This design comes from an exercise in tuning for small area, a short achievable clock period and few clock cycles per item on the open sky130 flow, not from production work. Only simulation tests tie the RTL to the original design; equivalence was not proved. Power figures rest on the tool's default switching activity, not on a simulated workload.

==> flow/design.v <==
module DIV (
  input clock, reset,
  input flush,
  output in_ready,
  input in_valid,
  input in_sign,
  input [31:0] in_a, in_b,
  input out_ready,
  output out_valid,
  output [31:0] out_quot,
  output [31:0] out_rem
);
  localparam [1:0] ST_IDLE = 2'd0, ST_PREP = 2'd1, ST_ITER = 2'd2, ST_DONE = 2'd3;
  reg [1:0] state;
  reg [31:0] r;      
  reg [32:0] e;      
  reg [31:0] q;
  reg [4:0] cnt;     
  reg [5:0] lza, lzb;   
  reg cin, qs, rs;   
  wire st_idle = state == ST_IDLE;
  wire st_done = state == ST_DONE;
  assign in_ready = st_idle | (st_done & out_ready);
  assign out_valid = st_done;
  wire acc = in_ready & in_valid;
  wire in_as, in_bs;
  wire [31:0] absa, bx;
  wire none, few;    
  wire [5:0] lza_in, lzb_in;
  DIV_pre pre (.sign(in_sign), .a(in_a), .b(in_b), .as(in_as), .bs(in_bs),
               .absa(absa), .bx(bx), .none(none), .few(few), .lza(lza_in), .lzb(lzb_in));
  wire [6:0] sh = {1'b0, lzb} - {1'b0, lza};    
  wire [32:0] esh;
  DIV_align align (.e(e), .k(sh[5:1]), .fill(cin), .y(esh));
  wire q1, q2;
  wire [31:0] rn;
  DIV_step step (.r(r), .e(e), .cin(cin), .q1(q1), .q2(q2), .rn(rn));
  always @(posedge clock) begin
    if (reset | flush) begin
      state <= ST_IDLE;
    end else if (acc) begin
      state <= none ? ST_DONE : few ? ST_ITER : ST_PREP;
      r <= absa;
      e <= ~{bx, in_bs};
      q <= 32'b0;
      cnt <= 5'd0;
      lza <= lza_in;
      lzb <= lzb_in;
      cin <= ~in_bs;
      qs <= (in_a[31] ^ in_b[31]) & in_sign;
      rs <= in_as;
    end else begin
      case (state)
        ST_PREP: begin
          e <= esh;
          cnt <= sh[5:1];
          state <= sh[6] ? ST_DONE : ST_ITER;
        end
        ST_ITER: begin
          r <= rn;
          q <= {q[29:0], q1, q2};
          e <= {2'b11, e[32:2]};
          cnt <= cnt - 5'd1;
          if (cnt == 5'd0) state <= ST_DONE;
        end
        ST_DONE: begin
          if (out_ready) state <= ST_IDLE;
        end
        default: ;
      endcase
    end
  end
  DIV_cneg neg_quot (.s(qs), .x(q), .y(out_quot));
  DIV_cneg neg_rem  (.s(rs), .x(r), .y(out_rem));
endmodule
module DIV_cneg (
  input s,
  input [31:0] x,
  output [31:0] y
);
  reg [31:0] p;
  always @* begin
    p = x;
    p = p | (p << 1);
    p = p | (p << 2);
    p = p | (p << 4);
    p = p | (p << 8);
    p = p | (p << 16);
  end
  assign y = x ^ ({32{s}} & {p[30:0], 1'b0});
endmodule
module DIV_clz (
  input [31:0] x,
  output [5:0] n
);
  reg [15:0] v1; reg [15:0] p1;
  reg [7:0] v2;  reg [15:0] p2;
  reg [3:0] v3;  reg [11:0] p3;
  reg [1:0] v4;  reg [7:0] p4;
  integer i;
  always @* begin
    for (i = 0; i < 16; i = i + 1) begin
      v1[i] = x[2*i+1] | x[2*i];
      p1[i] = ~x[2*i+1];
    end
    for (i = 0; i < 8; i = i + 1) begin
      v2[i] = v1[2*i+1] | v1[2*i];
      p2[2*i+1] = ~v1[2*i+1];
      p2[2*i]   = v1[2*i+1] ? p1[2*i+1] : p1[2*i];
    end
    for (i = 0; i < 4; i = i + 1) begin
      v3[i] = v2[2*i+1] | v2[2*i];
      p3[3*i+2]  = ~v2[2*i+1];
      p3[3*i+:2] = v2[2*i+1] ? p2[4*i+2+:2] : p2[4*i+:2];
    end
    for (i = 0; i < 2; i = i + 1) begin
      v4[i] = v3[2*i+1] | v3[2*i];
      p4[4*i+3]  = ~v3[2*i+1];
      p4[4*i+:3] = v3[2*i+1] ? p3[6*i+3+:3] : p3[6*i+:3];
    end
  end
  assign n[5] = ~(v4[1] | v4[0]);
  assign n[4] = ~v4[1] & v4[0];
  assign n[3:0] = v4[1] ? p4[7:4] : (p4[3:0] & {4{v4[0]}});
endmodule
module DIV_pre (
  input sign,
  input [31:0] a, b,
  output as, bs,
  output [31:0] absa,    
  output [31:0] bx,      
  output none,           
  output few,            
  output [5:0] lza,      
  output [5:0] lzb       
);
  assign as = a[31] & sign;
  assign bs = b[31] & sign;
  DIV_cneg neg_a (.s(as), .x(a), .y(absa));
  assign bx = b ^ {32{bs}};
  DIV_clz clz_a (.x(absa), .n(lza));
  DIV_clz clz_b (.x(bx), .n(lzb));
  wire [31:0] ua = as ? {~a[30:0], 1'b1} : a;
  reg [31:0] ma;
  always @* begin
    ma = ua;
    ma = ma | (ma >> 1);
    ma = ma | (ma >> 2);
    ma = ma | (ma >> 4);
    ma = ma | (ma >> 8);
    ma = ma | (ma >> 16);
  end
  assign none = |(bx & ~ma);
  assign few = |(bx & ~{2'b00, ma[31:2]});
endmodule
module DIV_align (
  input [32:0] e,
  input [4:0] k,
  input fill,
  output reg [32:0] y
);
  integer i;
  always @* begin
    y = e;
    for (i = 0; i < 5; i = i + 1)
      if (k[i]) y = (y << (2 << i)) | ({33{fill}} & ~({33{1'b1}} << (2 << i)));
  end
endmodule
module DIV_add (
  input [34:0] a, b,
  input ci,
  output [34:0] s
);
  reg [34:0] gg, pp;
  wire [34:0] p = a ^ b;
  wire [34:0] g = (a & b) | {34'b0, p[0] & ci};
  integer l, i, j;
  always @* begin
    gg = g; pp = p;
    for (l = 0; l < 6; l = l + 1)
      for (i = 34; i >= 0; i = i - 1)
        if (((i >> l) & 1) == 1) begin
          j = ((i >> l) << l) - 1;
          gg[i] = gg[i] | (pp[i] & gg[j]);
          pp[i] = pp[i] & pp[j];
        end
  end
  assign s = p ^ {gg[33:0], ci};
endmodule
module DIV_step (
  input [31:0] r,
  input [32:0] e,
  input cin,
  output q1, q2,
  output [31:0] rn
);
  wire [34:0] ex0 = {2'b11, e};
  wire [34:0] ex1 = {3'b111, e[32:1]};
  wire [34:0] ra = {3'b000, r};
  wire [34:0] d1, d2, d3;
  wire [34:0] cs_s = ra ^ ex0 ^ ex1;
  wire [34:0] cs_c = (ra & ex0) | (ra & ex1) | (ex0 & ex1);
  DIV_add add1 (.a(ra), .b(ex0), .ci(cin), .s(d1));
  DIV_add add2 (.a(ra), .b(ex1), .ci(cin), .s(d2));
  DIV_add add3 (.a(cs_s), .b({cs_c[33:0], cin}), .ci(cin), .s(d3));
  assign q1 = ~d1[34];
  assign q2 = q1 ? ~d3[34] : ~d2[34];
  assign rn = q1 ? (q2 ? d3[31:0] : d1[31:0]) : (q2 ? d2[31:0] : r);
endmodule
export LEC_CHECK = 0
export CAP_MARGIN = 20
export CORE_MARGIN = 2
export CORE_UTILIZATION = 40
export SETUP_SLACK_MARGIN = 3.75
export SLEW_MARGIN = 20
export SYNTH_HIERARCHICAL = 1
create_clock -name core_clock -period 8.0 [get_ports {clock}]
standard.sh (not shown) runs the stock make flow with config.mk's settings and CLKGATE_MAP_FILE= SYNTH_SCRIPT=/design/flow/synth_recipe.tcl, a recipe that flattens the netlist after the stock synthesis.
==> flow/flow/run.sh <==
#!/bin/bash
# The standard layout, with the port buffers made from buf_4 cells instead of
# the resizer's default choice (a slow delay buffer), so that the fixed input
# and output delays are not lengthened further by the port buffers.
set -euo pipefail
export BUFFER_PORTS_ARGS="-buffer_cell sky130_fd_sc_hd__buf_4"
bash standard.sh > standard.log 2>&1
The baseline went through all stages and came out clean.
Testbench counts at the start, summed over its fixed seeds: cycles 1,688, items 384.
Then changed:
Settings changed: CORE_UTILIZATION 40 to 55, SETUP_SLACK_MARGIN 3.75 to 3.5.
Result: Critical path depth went down by 16; global-route usage went up by 7.7 points; non-clock buffer count went down by 36; power went down by a few percent; cell count went down by a few percent; via count went down slightly; worst setup slack gets worse by 0.15 ns; final area went down by a few percent; combinational power went down by a little under a tenth; clock-buffer cell count is unchanged; sequential power went up slightly.
Then changed:
Settings changed: CORE_UTILIZATION 55 to 40, SETUP_SLACK_MARGIN 3.5 to 4.0.
What happened: Cell area climbs by about 9%. Power climbs by about 5%. Die area is higher by about 37%. Cell count rose by about 10%. Utilization came out lower by 13 points. Clock-buffer cell count is unchanged. Wire length climbs by about 9%. Fmax rose by about 3.2%. Sequential share of layout area went down by 1.5 points.

* * *

the previous run:
Starts from the design.v that is shown in full above.
Settings: LEC_CHECK=0, CAP_MARGIN=20, CORE_MARGIN=2, CORE_UTILIZATION=40, SETUP_SLACK_MARGIN=3.5, SLEW_MARGIN=20, SYNTH_HIERARCHICAL=1; clock period 8.0 ns.
Scripts as last shown in full above: flow/flow/run.sh
Testbench counts of the previous run, summed over its fixed seeds: cycles 1,688, items 384.
#### Input delta (the current run over the previous run)
# the previous run
export LEC_CHECK = 0
export CAP_MARGIN = 20
export CORE_MARGIN = 2
export CORE_UTILIZATION = 40
export SETUP_SLACK_MARGIN = 3.5
export SLEW_MARGIN = 20
export SYNTH_HIERARCHICAL = 1
create_clock -name core_clock -period 8.0 [get_ports {clock}]
# the current run
export LEC_CHECK = 0
export CAP_MARGIN = 20
export CORE_MARGIN = 2
export CORE_UTILIZATION = 40
export SETUP_SLACK_MARGIN = 3.0
export SLEW_MARGIN = 20
export SYNTH_HIERARCHICAL = 1
create_clock -name core_clock -period 8.0 [get_ports {clock}]
Results
Looking at register share of the cell area across the current run and the previous run, the one that comes out higher is the current run.
Class of the most critical setup path: reg -> reg -> the current run, reg -> out -> the previous run
The total of fill cells in the finished design on the current run is in line with that on the previous run.
Delta (the current run minus the previous run): share of total power in combinational logic saw a decrease; worst supply voltage drop on vdd saw an increase; area share of buffers outside the clock network shows a reduction of 1.5 points; setup slack fell by 0.41 ns; count of buffers not belonging to the clock network in the layout went down by 37.

* * *

## north
Another version of the RTL of DIV (not shown whole).
Size in the first run: roughly 110 flip-flops, ~140 I/O pins.
clock: 8.0 ns
lec_check: 0
cap_margin: 20
core_margin: 2
core_utilization: 40
setup_slack_margin: 3.5
slew_margin: 20
run.sh (not shown) runs the stock make flow with config.mk's settings and CLKGATE_MAP_FILE= SYNTH_SCRIPT=/design/flow/synth_recipe.tcl, a recipe that flattens the netlist after the stock synthesis.
Stock flow here: none of the scripts above is used.
In summary, north completed successfully, with a layout that passed the timing, design-rule and antenna checks.
Testbench counts of north, summed over its fixed seeds: cycles 1,780, items 384.
[inputs] south vs north
# north
export LEC_CHECK = 0
export CAP_MARGIN = 20
export CORE_MARGIN = 2
export CORE_UTILIZATION = 40
export SETUP_SLACK_MARGIN = 3.5
export SLEW_MARGIN = 20
create_clock -name core_clock -period 8.0 [get_ports {clock}]
# south
export LEC_CHECK = 0
export CAP_MARGIN = 20
export CORE_MARGIN = 2
export CORE_UTILIZATION = 40
export SLEW_MARGIN = 20
create_clock -name core_clock -period 8.0 [get_ports {clock}]
[summary]
Cmp north and south / worst ir drop on vdd / higher: north
In south, combined area of the multi-input logic cells is lower than in north.
Sequential power grows slightly when moving from north to south.
Measured against each other, north and south differ in pre-CTS setup slack, the lower figure coming from south.
Re share of the final layout cell area in sequential cells: north and south aren't equal, and the higher value belongs to south.
Side by side, fraction of the cycle the final worst path needs turned out higher in south than in north.
Changes observed in south relative to north: global-route usage has decreased; final core area utilization has decreased.
Here is what was changed in the inputs of east compared with south.
# south
export LEC_CHECK = 0
export CAP_MARGIN = 20
export CORE_MARGIN = 2
export CORE_UTILIZATION = 40
export SLEW_MARGIN = 20
create_clock -name core_clock -period 8.0 [get_ports {clock}]
# east
export LEC_CHECK = 0
export CAP_MARGIN = 20
export CORE_MARGIN = 2
export CORE_UTILIZATION = 60
export PLACE_DENSITY = 0.75
export SETUP_SLACK_MARGIN = 2.5
export SLEW_MARGIN = 20
create_clock -name core_clock -period 8.0 [get_ports {clock}]
==> flow/flow/run.sh (new file) <==
#!/bin/bash
# The standard layout, with the port buffers made from buf_4 cells instead of
# the resizer's default choice (a slow delay buffer), so that the fixed input
# and output delays are not lengthened further by the port buffers.
set -euo pipefail
export BUFFER_PORTS_ARGS="-buffer_cell sky130_fd_sc_hd__buf_4"
bash standard.sh > standard.log 2>&1
==> flow/standard.sh (new file) <==
#!/bin/bash
# synth_recipe.tcl (not shown) runs the flow's synth.tcl, then flattens the netlist and writes it again
# the make line also repeats each setting of config.mk as NAME=value (left out here)
make -C /OpenROAD-flow-scripts/flow DESIGN_CONFIG=/design/flow/config.mk WORK_HOME=/design/flow/orfs CLKGATE_MAP_FILE= SYNTH_SCRIPT=/design/flow/synth_recipe.tcl "${@:-finish}"
removed: flow/run.sh
--- outcome ---
- Sort east and south by utilization asc -> top: south
- Looking at total inserted antenna cells, east sits 3 lower than south does.
- out_rem[29] as the capturing instance or port of the critical path was reported by south, and state[1] by east.
- east: number of tap cells added at floorplan is 144 lower than what south reported.
- Side by side, met3 routed wirelength turned out higher in east than in south.
For west, these inputs were changed with respect to east:
# east
export LEC_CHECK = 0
export CAP_MARGIN = 20
export CORE_MARGIN = 2
export CORE_UTILIZATION = 60
export PLACE_DENSITY = 0.75
export SETUP_SLACK_MARGIN = 2.5
export SLEW_MARGIN = 20
create_clock -name core_clock -period 8.0 [get_ports {clock}]
# west
export LEC_CHECK = 0
export CAP_MARGIN = 20
export CORE_MARGIN = 2
export CORE_UTILIZATION = 40
export SETUP_SLACK_MARGIN = 2.5
export SLEW_MARGIN = 20
create_clock -name core_clock -period 8.0 [get_ports {clock}]
==> run summary <==
Against east as the reference, west delivers a higher sum of routed wire segments on met1. Y dimension of the die: west higher than east. Diff east and west: slew at the pin closest to its max-slew limit higher in east. Critical path depth: lower on west. Share of power burned in the clock network across east and west: no real change. west was carried through to the last stage, and its layout satisfied the timing, design-rule and antenna checks.
The following lists how middle was set up differently from west:
==> flow/run.sh (new file) <==
#!/bin/bash
# synth_recipe.tcl (not shown) runs the flow's synth.tcl, then flattens the netlist and writes it again
# the make line also repeats each setting of config.mk as NAME=value (left out here)
make -C /OpenROAD-flow-scripts/flow DESIGN_CONFIG=/design/flow/config.mk WORK_HOME=/design/flow/orfs CLKGATE_MAP_FILE= SYNTH_SCRIPT=/design/flow/synth_recipe.tcl finish
removed: flow/flow/run.sh
removed: flow/standard.sh
[summary]
When the final numbers for west and middle were put side by side, the instance count on the critical path turned out to be greater in middle.
Compared with west, middle shows met2 capacity usage during global routing higher by 0.71 points.
Looking at via count, middle sits 1.2% above west.
Diff west -> middle: total number of clock tree sinks flat; achievable frequency down 3.1 MHz.
Looking at post-CTS setup buffer count, middle sits 1 higher than west does.
Taking west as the reference point, the count of fill cells added during filler insertion of middle falls by 0.45%.

* * *

DIV again, from the RTL that the note above started with.
Settings: LEC_CHECK=0, CAP_MARGIN=20, CORE_MARGIN=2, CORE_UTILIZATION=40, SETUP_SLACK_MARGIN=2.0, SLEW_MARGIN=20; clock period 8.0 ns.
standard.sh (not shown) runs the stock make flow with config.mk's settings and CLKGATE_MAP_FILE= SYNTH_SCRIPT=/design/flow/synth_recipe.tcl, a recipe that flattens the netlist after the stock synthesis.
==> flow/flow/run.sh <==
#!/bin/bash
# The standard layout, with the port buffers made from buf_4 cells instead of
# the resizer's default choice (a slow delay buffer), so that the fixed input
# and output delays are not lengthened further by the port buffers.
set -euo pipefail
export BUFFER_PORTS_ARGS="-buffer_cell sky130_fd_sc_hd__buf_4"
bash standard.sh > standard.log 2>&1
Testbench counts at the start, summed over its fixed seeds: cycles 1,780, items 384.
Rerun with:
- SETUP_SLACK_MARGIN: 2.0 -> 3.0
After rerunning: The new run passed the timing, design-rule and antenna checks; total power rose by 3.4%; cell count goes up by 3.0%; worst setup slack gets better by 0.38 ns; clock power is higher by 6.4%; synthesized cell count stays the same.
Rerun with:
- CAP_MARGIN: 20 -> 5
- SETUP_SLACK_MARGIN: 3.0 -> 2.5
- SLEW_MARGIN: 20 -> 5
- sequential power goes up by about 0.9%
- wire length rises by 0.87%
- clock power goes down by 6.4%
- area after synthesis stays the same
- via count falls by 1.8%
- global-route usage is higher by 0.34 points
- fmax goes down by about 1.3%
- final cell count goes down by 2.2%
- die area stays the same

-- port drivers added, routing unchanged --
The flow's constraints put no driver on any port. The routed layouts listed below were extracted and timed again, unchanged, in two steps.
Step 1: set_driving_cell puts a clkbuf_16 on clock and a buf_2 on each other input, an assumption about the parent block.
Step 2 moves the port delays by t, midway between the first and last clock arrival at a register: inputs arrive t later, outputs are due t later. That takes back most of the time a late clock gives input paths.
Slacks: ideal / step 1 / step 2; pairs: ideal / step 1.
| run | t (ns) | setup WS [ns] | worst hold slack (ns) | worst slew at a driven data input, ns | pins driven straight from the clock port |
|---|---|---|---|---|---|
| the first run of note 1 | 0.480 | 3.766 / 3.766 / 3.327 | 0.622 / 0.622 / 0.622 | 0.04 | 1 |
| the second run of note 1 | 0.486 | 3.611 / 3.557 / 3.251 | 0.635 / 0.635 / 0.635 | 0.04 | 1 |
| the third run of note 1 | 0.476 | 3.749 / 3.749 / 3.603 | 0.641 / 0.641 / 0.641 | 0.04 | 1 |
| the previous run | 0.483 | 3.630 / 3.577 / 3.236 | 0.626 / 0.626 / 0.626 | 0.04 | 1 |
| the current run | 0.482 | 3.220 / 3.220 / 2.844 | 0.618 / 0.618 / 0.618 | 0.04 | 1 |
| north | 0.436 | 2.656 / 2.603 / 2.621 | 0.615 / 0.615 / 0.615 | 0.06 | 1 |
| south | 0.414 | 1.321 / 1.271 / 1.247 | 0.614 / 0.614 / 0.614 | 0.04 | 1 |
| east | 0.419 | 2.584 / 2.606 / 2.192 | 0.624 / 0.624 / 0.624 | 0.04 | 1 |
| west | 0.423 | 2.655 / 2.605 / 2.369 | 0.603 / 0.603 / 0.603 | 0.04 | 1 |
| middle | 0.424 | 2.564 / 2.514 / 2.229 | 0.615 / 0.615 / 0.615 | 0.04 | 1 |
| the first run of note 4 | 0.415 | 2.338 / 2.321 / 1.945 | 0.610 / 0.610 / 0.610 | 0.04 | 1 |
| the second run of note 4 | 0.418 | 2.721 / 2.672 / 2.476 | 0.628 / 0.628 / 0.628 | 0.06 | 1 |
| the third run of note 4 | 0.425 | 2.654 / 2.602 / 2.376 | 0.606 / 0.606 / 0.606 | 0.04 | 1 |
After both steps every run listed still meets setup and hold. The setup slack of the first run of note 1, which loses most, moves by 0.000 ns with the drivers and by -0.439 ns with both steps.
